Background: an optimization exercise with open tools, aiming at small area, a short achievable clock period and few clock cycles. Do not read the settings as production practice.
In this exercise RTL edits were held to simulation tests only and were not proved equivalent to the original.
No activity file was given, so power comes from the tool's default toggle rates.

## the baseline
// stupid_NN_layer1
module stupid_NN_layer1(
input clk,
input reset_n,
input waitrequest,
input ready,
input readdatavalid,
input [15:0] readdata,
output chipselect,
output [1:0] byteenable,
output reg done,
output reg read_n,
output reg write_n,
output reg [15:0] writedata,
output [31:0] address
);
export LEC_CHECK = 0
export ABC_CLOCK_PERIOD_IN_PS = 2000
export CAP_MARGIN = 20
export CORE_MARGIN = 2
export CORE_UTILIZATION = 40
export CTS_BUF_LIST = sky130_fd_sc_hd__clkbuf_4 sky130_fd_sc_hd__clkbuf_8
export CTS_CLUSTER_DIAMETER = 100
export CTS_CLUSTER_SIZE = 30
export PLACE_DENSITY = 0.75
export SETUP_SLACK_MARGIN = 3.0
export SLEW_MARGIN = 20
create_clock -name core_clock -period 5.0 [get_ports {clk}]
standard.sh (not shown) runs the stock make flow with config.mk's settings and CLKGATE_MAP_FILE= SYNTH_SCRIPT=/design/flow/synth_recipe.tcl, a recipe that flattens the netlist after the stock synthesis.
==> flow/flow/run.sh <==
#!/bin/bash
set -e
export BUFFER_PORTS_ARGS="-buffer_cell sky130_fd_sc_hd__buf_2"
export CTS_ARGS="-sink_clustering_enable -repair_clock_nets -sink_clustering_size 30 -sink_clustering_max_diameter 100 -buf_list {sky130_fd_sc_hd__clkbuf_4 sky130_fd_sc_hd__clkbuf_8} -dont_use_dummy_load"
bash standard.sh > standard.log 2>&1
Testbench counts of the baseline, summed over its fixed seeds: cycles 1,434,329.
diff inputs: the baseline => the candidate
- PLACE_DENSITY: 0.75 -> 0.8
==> results.txt <==
Comparing the candidate and the baseline, the lower transition at the pin with the smallest max-transition slack is on the candidate. In the candidate the shortest period the worst path allows turned out 0.0059 ns lower than in the baseline. Between the candidate and the baseline, the number of standard cells in the layout, taps in and fillers out does not differ in any meaningful way. ~same number of nets in the layout in the candidate and the baseline. Changes observed in the candidate relative to the baseline: maximum net fanout on the critical path shows no meaningful change; layout-stage area growth over the synthesis result fell 0.25 points.


Another version of the RTL of stupid_NN_layer1 (not shown whole).
Size in the first run: ~800 cells after synthesis, about 130 flip-flops, about 7000 um2 of cells after synthesis.
Settings: LEC_CHECK=0, ABC_CLOCK_PERIOD_IN_PS=2000, CAP_MARGIN=20, CORE_MARGIN=2, CORE_UTILIZATION=45, CTS_BUF_LIST=sky130_fd_sc_hd__clkbuf_4 sky130_fd_sc_hd__clkbuf_8, CTS_CLUSTER_DIAMETER=100, CTS_CLUSTER_SIZE=30, PLACE_DENSITY=0.7, SETUP_SLACK_MARGIN=3.0, SLEW_MARGIN=20; clock period 5.0 ns.
Scripts as last shown in full above: flow/flow/run.sh
The starting point finished with timing, DRC and antenna clean.
Testbench counts at the start, summed over its fixed seeds: cycles 1,434,329.
Edit:
CORE_UTILIZATION = 40   (was 45)
PLACE_DENSITY = 0.75   (was 0.7)
After rerunning: The changed run completed without violations. Design area is lower by 0.40%. Clock power grows by about 0.9%. Worst setup slack barely changes.
Edit:
ABC_AREA = 1   (was default)
The new run ran to the end with no violations.
Non-clock buffer count is lower by 15.
Hold slack got worse by 6.9 ps.
Cell area grows slightly.
Clock-buffer cell count does not change.
Sequential cell count is unchanged.
Synthesized cell count came out higher by a quarter to a third.
Total power went up by a little under a tenth.
Via count came out higher by about a fifth.
Worst setup slack stays flat.
Sequential power climbs by a few percent.
Edit:
ABC_AREA = default   (was 1)
PLACE_DENSITY = 0.85   (was 0.75)
After rerunning:
- The changed run completed without violations
- worst setup slack is worse by 29 ps
- first-iteration DRC count is lower by 38%
- routed wire length is lower by 8.5%
- synthesized cell count is lower by 21%
- clock skew is lower by 3.6 ps
- register-to-register slack is worse by 30 ps


run A:
Another version of the RTL of stupid_NN_layer1 (not shown whole).
Size: about 600 cells after synthesis.
clock: 5.0 ns
lec_check: 0
abc_clock_period_in_ps: 2000
cap_margin: 20
core_margin: 2
core_utilization: 40
cts_buf_list: sky130_fd_sc_hd__clkbuf_4
cts_cluster_diameter: 200
cts_cluster_size: 50
setup_slack_margin: 3.0
slew_margin: 20
run.sh (not shown) runs the stock make flow with config.mk's settings and CLKGATE_MAP_FILE= SYNTH_SCRIPT=/design/flow/synth_recipe.tcl, a recipe that flattens the netlist after the stock synthesis.
Stock flow here: none of the scripts above is used.
Testbench counts of run A, summed over its fixed seeds: cycles 1,917,822.
--- input diff run A..run B ---
Settings: a change of CTS_CLUSTER_DIAMETER from 200 to 100; a change of CTS_CLUSTER_SIZE from 50 to 30; a change of CTS_BUF_LIST from sky130_fd_sc_hd__clkbuf_4 to sky130_fd_sc_hd__clkbuf_4 sky130_fd_sc_hd__clkbuf_8; an added ABC_AREA of 1.
==> flow/flow/run.sh (new file) <==
#!/bin/bash
set -e
export BUFFER_PORTS_ARGS="-buffer_cell sky130_fd_sc_hd__buf_2"
bash standard.sh > standard.log 2>&1
==> flow/standard.sh (new file) <==
#!/bin/bash
# synth_recipe.tcl (not shown) runs the flow's synth.tcl, then flattens the netlist and writes it again
# the make line also repeats each setting of config.mk as NAME=value (left out here)
make -C /OpenROAD-flow-scripts/flow DESIGN_CONFIG=/design/flow/config.mk WORK_HOME=/design/flow/orfs CLKGATE_MAP_FILE= SYNTH_SCRIPT=/design/flow/synth_recipe.tcl "${@:-finish}"
removed: flow/run.sh
### Flow results
- The core utilization number comes out higher for run A vs run B.
- Compared run B against run A; global-route usage within noise.
- Run A → run B: fmax now larger, quantity of gates resized following cts saw a decrease, proportion of power drawn by the clock network went up by 12 points, number of signal-net inverters in the final layout now sits higher.
- Looking at share of the clock period used by the worst path after layout across run A and run B, the one that comes out lower is run B.
- Relative to run A, routed wire length has increased by 840 um in run B.
- The clock network contribution to total cell area in run B sits 2.6 points above the value recorded for run A.
- Compared to run A, run B has count of clock-buffer cells in the layout 2 lower.
Setup changes, run B to run C
Settings: clearing ABC_AREA, which used to be 1.
==> flow/run.sh (new file) <==
#!/bin/bash
# synth_recipe.tcl (not shown) runs the flow's synth.tcl, then flattens the netlist and writes it again
# the make line also repeats each setting of config.mk as NAME=value (left out here)
make -C /OpenROAD-flow-scripts/flow DESIGN_CONFIG=/design/flow/config.mk WORK_HOME=/design/flow/orfs CLKGATE_MAP_FILE= SYNTH_SCRIPT=/design/flow/synth_recipe.tcl finish
removed: flow/flow/run.sh
removed: flow/standard.sh
Notes after the runs:
In run C, switching power total is higher than in run B. Between run C and run B, the multiplexer fraction of the synthesized cell area is higher for run C. Diff run B -> run C | relative area of clock buffers and inverters in the final design | decrease of 0.49 points. | path depth of the worst reg2reg path | higher: run B |.


Setup of job 4984:
RTL: one of the versions met above, not the one the previous note started from.
Size: roughly 800 cells after synthesis, about 130 flip-flops, ~75 I/O pins, roughly 0.0070 mm^2 of cells after synthesis.
export LEC_CHECK = 0
export ABC_CLOCK_PERIOD_IN_PS = 2000
export CAP_MARGIN = 20
export CORE_MARGIN = 2
export CORE_UTILIZATION = 40
export CTS_BUF_LIST = sky130_fd_sc_hd__clkbuf_4 sky130_fd_sc_hd__clkbuf_8
export CTS_CLUSTER_DIAMETER = 100
export CTS_CLUSTER_SIZE = 30
export SETUP_SLACK_MARGIN = 3.0
export SLEW_MARGIN = 20
create_clock -name core_clock -period 5.0 [get_ports {clk}]
standard.sh (not shown) runs the stock make flow with config.mk's settings and CLKGATE_MAP_FILE= SYNTH_SCRIPT=/design/flow/synth_recipe.tcl, a recipe that flattens the netlist after the stock synthesis.
==> flow/flow/run.sh <==
#!/bin/bash
set -e
export BUFFER_PORTS_ARGS="-buffer_cell sky130_fd_sc_hd__buf_2"
export CTS_ARGS="-sink_clustering_enable -repair_clock_nets -sink_clustering_size 30 -sink_clustering_max_diameter 100 -buf_list {sky130_fd_sc_hd__clkbuf_4 sky130_fd_sc_hd__clkbuf_8} -dont_use_dummy_load"
bash standard.sh > standard.log 2>&1
Job 4984: all stages complete, timing, DRC and antenna checks passed
Testbench counts of job 4984, summed over its fixed seeds: cycles 1,434,329.
Input changes introduced in job 8320 (baseline for comparison: job 4984):
# job 4984
export LEC_CHECK = 0
export ABC_CLOCK_PERIOD_IN_PS = 2000
export CAP_MARGIN = 20
export CORE_MARGIN = 2
export CORE_UTILIZATION = 40
export CTS_BUF_LIST = sky130_fd_sc_hd__clkbuf_4 sky130_fd_sc_hd__clkbuf_8
export CTS_CLUSTER_DIAMETER = 100
export CTS_CLUSTER_SIZE = 30
export SETUP_SLACK_MARGIN = 3.0
export SLEW_MARGIN = 20
create_clock -name core_clock -period 5.0 [get_ports {clk}]
# job 8320
export LEC_CHECK = 0
export ABC_CLOCK_PERIOD_IN_PS = 2000
export CAP_MARGIN = 20
export CORE_MARGIN = 2
export CORE_UTILIZATION = 40
export CTS_BUF_LIST = sky130_fd_sc_hd__clkbuf_4 sky130_fd_sc_hd__clkbuf_8
export CTS_CLUSTER_DIAMETER = 100
export CTS_CLUSTER_SIZE = 30
export PLACE_DENSITY = 0.75
export SETUP_SLACK_MARGIN = 3.1
export SLEW_MARGIN = 20
create_clock -name core_clock -period 5.0 [get_ports {clk}]
[summary]
| power | job 8320 vs job 4984 | 1.7% higher |. Compare job 8320 and job 4984 | global-route usage lower: job 4984. On final setup slack of the worst path, job 8320 and job 4984 are basically level. Fraction of area in registers, job 8320 and job 4984: larger value in job 4984.
The inputs of job 9990 differ from those of job 8320 as listed below.
# job 8320
export LEC_CHECK = 0
export ABC_CLOCK_PERIOD_IN_PS = 2000
export CAP_MARGIN = 20
export CORE_MARGIN = 2
export CORE_UTILIZATION = 40
export CTS_BUF_LIST = sky130_fd_sc_hd__clkbuf_4 sky130_fd_sc_hd__clkbuf_8
export CTS_CLUSTER_DIAMETER = 100
export CTS_CLUSTER_SIZE = 30
export PLACE_DENSITY = 0.75
export SETUP_SLACK_MARGIN = 3.1
export SLEW_MARGIN = 20
create_clock -name core_clock -period 5.0 [get_ports {clk}]
# job 9990
export LEC_CHECK = 0
export ABC_CLOCK_PERIOD_IN_PS = 2000
export CAP_MARGIN = 20
export CORE_MARGIN = 2
export CORE_UTILIZATION = 40
export CTS_BUF_LIST = sky130_fd_sc_hd__clkbuf_4 sky130_fd_sc_hd__clkbuf_8
export CTS_CLUSTER_DIAMETER = 100
export CTS_CLUSTER_SIZE = 30
export PLACE_DENSITY = 0.75
export SETUP_SLACK_MARGIN = 3.0
export SLEW_MARGIN = 20
create_clock -name core_clock -period 5.0 [get_ports {clk}]
==> flow/flow/run.sh <==
#!/bin/bash
set -e
export BUFFER_PORTS_ARGS="-buffer_cell sky130_fd_sc_hd__buf_2"
export CTS_ARGS="-sink_clustering_enable -repair_clock_nets -sink_clustering_size 30 -sink_clustering_max_diameter 100 -buf_list {sky130_fd_sc_hd__clkbuf_8 sky130_fd_sc_hd__clkbuf_16} -dont_use_dummy_load"
bash standard.sh > standard.log 2>&1
### Flow results
- Job 9990: done, clean on timing, DRC and antenna
- Job 8320 → job 9990: sequential share of layout area shows an increase of 1.1 points; maximum frequency shows a reduction of 9.4 MHz; storage element area shows a reduction of 70 um^2; actual slew at the worst max-slew pin shows a reduction of 0.033 ns; via count shows a reduction of about 3%.
- Changes observed in job 9990 relative to job 8320: maximum number of pins on one net before global-route repair shows an increase of about 9%, final design area excluding fillers went down about 6%, worst setup slack after layout now sits lower, horizontal die dimension essentially unchanged, total power consumption of the routed design now larger.
For job 9350, these inputs were changed with respect to job 9990:
# job 9990
export LEC_CHECK = 0
export ABC_CLOCK_PERIOD_IN_PS = 2000
export CAP_MARGIN = 20
export CORE_MARGIN = 2
export CORE_UTILIZATION = 40
export CTS_BUF_LIST = sky130_fd_sc_hd__clkbuf_4 sky130_fd_sc_hd__clkbuf_8
export CTS_CLUSTER_DIAMETER = 100
export CTS_CLUSTER_SIZE = 30
export PLACE_DENSITY = 0.75
export SETUP_SLACK_MARGIN = 3.0
export SLEW_MARGIN = 20
create_clock -name core_clock -period 5.0 [get_ports {clk}]
# job 9350
export LEC_CHECK = 0
export ABC_CLOCK_PERIOD_IN_PS = 2000
export CAP_MARGIN = 20
export CORE_MARGIN = 2
export CORE_UTILIZATION = 40
export CTS_BUF_LIST = sky130_fd_sc_hd__clkbuf_4 sky130_fd_sc_hd__clkbuf_8
export CTS_CLUSTER_DIAMETER = 100
export CTS_CLUSTER_SIZE = 30
export SETUP_SLACK_MARGIN = 3.0
export SLEW_MARGIN = 20
create_clock -name core_clock -period 5.0 [get_ports {clk}]
==> flow/flow/run.sh <==
#!/bin/bash
set -e
export BUFFER_PORTS_ARGS="-buffer_cell sky130_fd_sc_hd__buf_2"
export CTS_ARGS="-sink_clustering_enable -repair_clock_nets -sink_clustering_size 30 -sink_clustering_max_diameter 100 -buf_list {sky130_fd_sc_hd__clkbuf_4} -dont_use_dummy_load"
bash standard.sh > standard.log 2>&1
==> results.txt <==
- Job 9350 vs job 9990: total length of routed wires down by a few percent
- Per the comparison of job 9350 with job 9990, power decreased by about 20% relative to the old numbers; number of standard cells in the layout, taps in and fillers out increased by 8 relative to the old numbers.
- Count of filler cells inserted in the layout, job 9350 vs job 9990: up by a few percent
- Job 9350 vs job 9990, critical path depth in cells went down by 5.

==> re-timing with driven ports <==
Ports are ideal in the flow. The routed layouts listed here were re-timed in OpenROAD.
Step 1, drivers: a clkbuf_16 drives clk and a buf_2 each remaining input, both assumed.
Step 2 moves the port delays by t, midway between the first and last clock arrival at a register: inputs arrive t later, outputs are due t later. That takes back most of the time a late clock gives input paths.
Slacks: ideal / step 1 / step 2; pairs: ideal / step 1.
| run | t, ns | setup WS [ns] | slew at the worst register clock pin (ns) |
|---|---|---|---|
| the baseline | 0.466 | 2.860 / 2.860 / 2.609 | 0.08 / 0.08 |
| the candidate | 0.473 | 2.866 / 2.866 / 2.620 | 0.08 / 0.08 |
| the first run of note 2 | 0.479 | 3.017 / 3.000 / 2.668 | 0.08 / 0.08 |
| the second run of note 2 | 0.465 | 3.017 / 3.011 / 2.622 | 0.07 / 0.07 |
| the third run of note 2 | 0.468 | 3.019 / 2.985 / 2.591 | 0.08 / 0.08 |
| the fourth run of note 2 | 0.467 | 2.990 / 2.958 / 2.653 | 0.09 / 0.09 |
| run A | 0.576 | 2.951 / 2.915 / 2.476 | 0.11 / 0.11 |
| run B | 0.485 | 3.027 / 2.990 / 2.686 | 0.08 / 0.08 |
| run C | 0.481 | 3.008 / 2.987 / 2.506 | 0.07 / 0.07 |
| job 4984 | 0.471 | 3.009 / 2.998 / 2.684 | 0.08 / 0.08 |
| job 8320 | 0.461 | 3.011 / 3.009 / 2.678 | 0.08 / 0.08 |
| job 9990 | 0.452 | 2.973 / 2.961 / 2.614 | 0.06 / 0.06 |
| job 9350 | 0.559 | 2.932 / 2.897 / 2.501 | 0.12 / 0.12 |
After both steps setup and hold are still met in every run listed. The setup slack of run C, which loses most, moves by -0.021 ns with the drivers and by -0.502 ns with both steps.
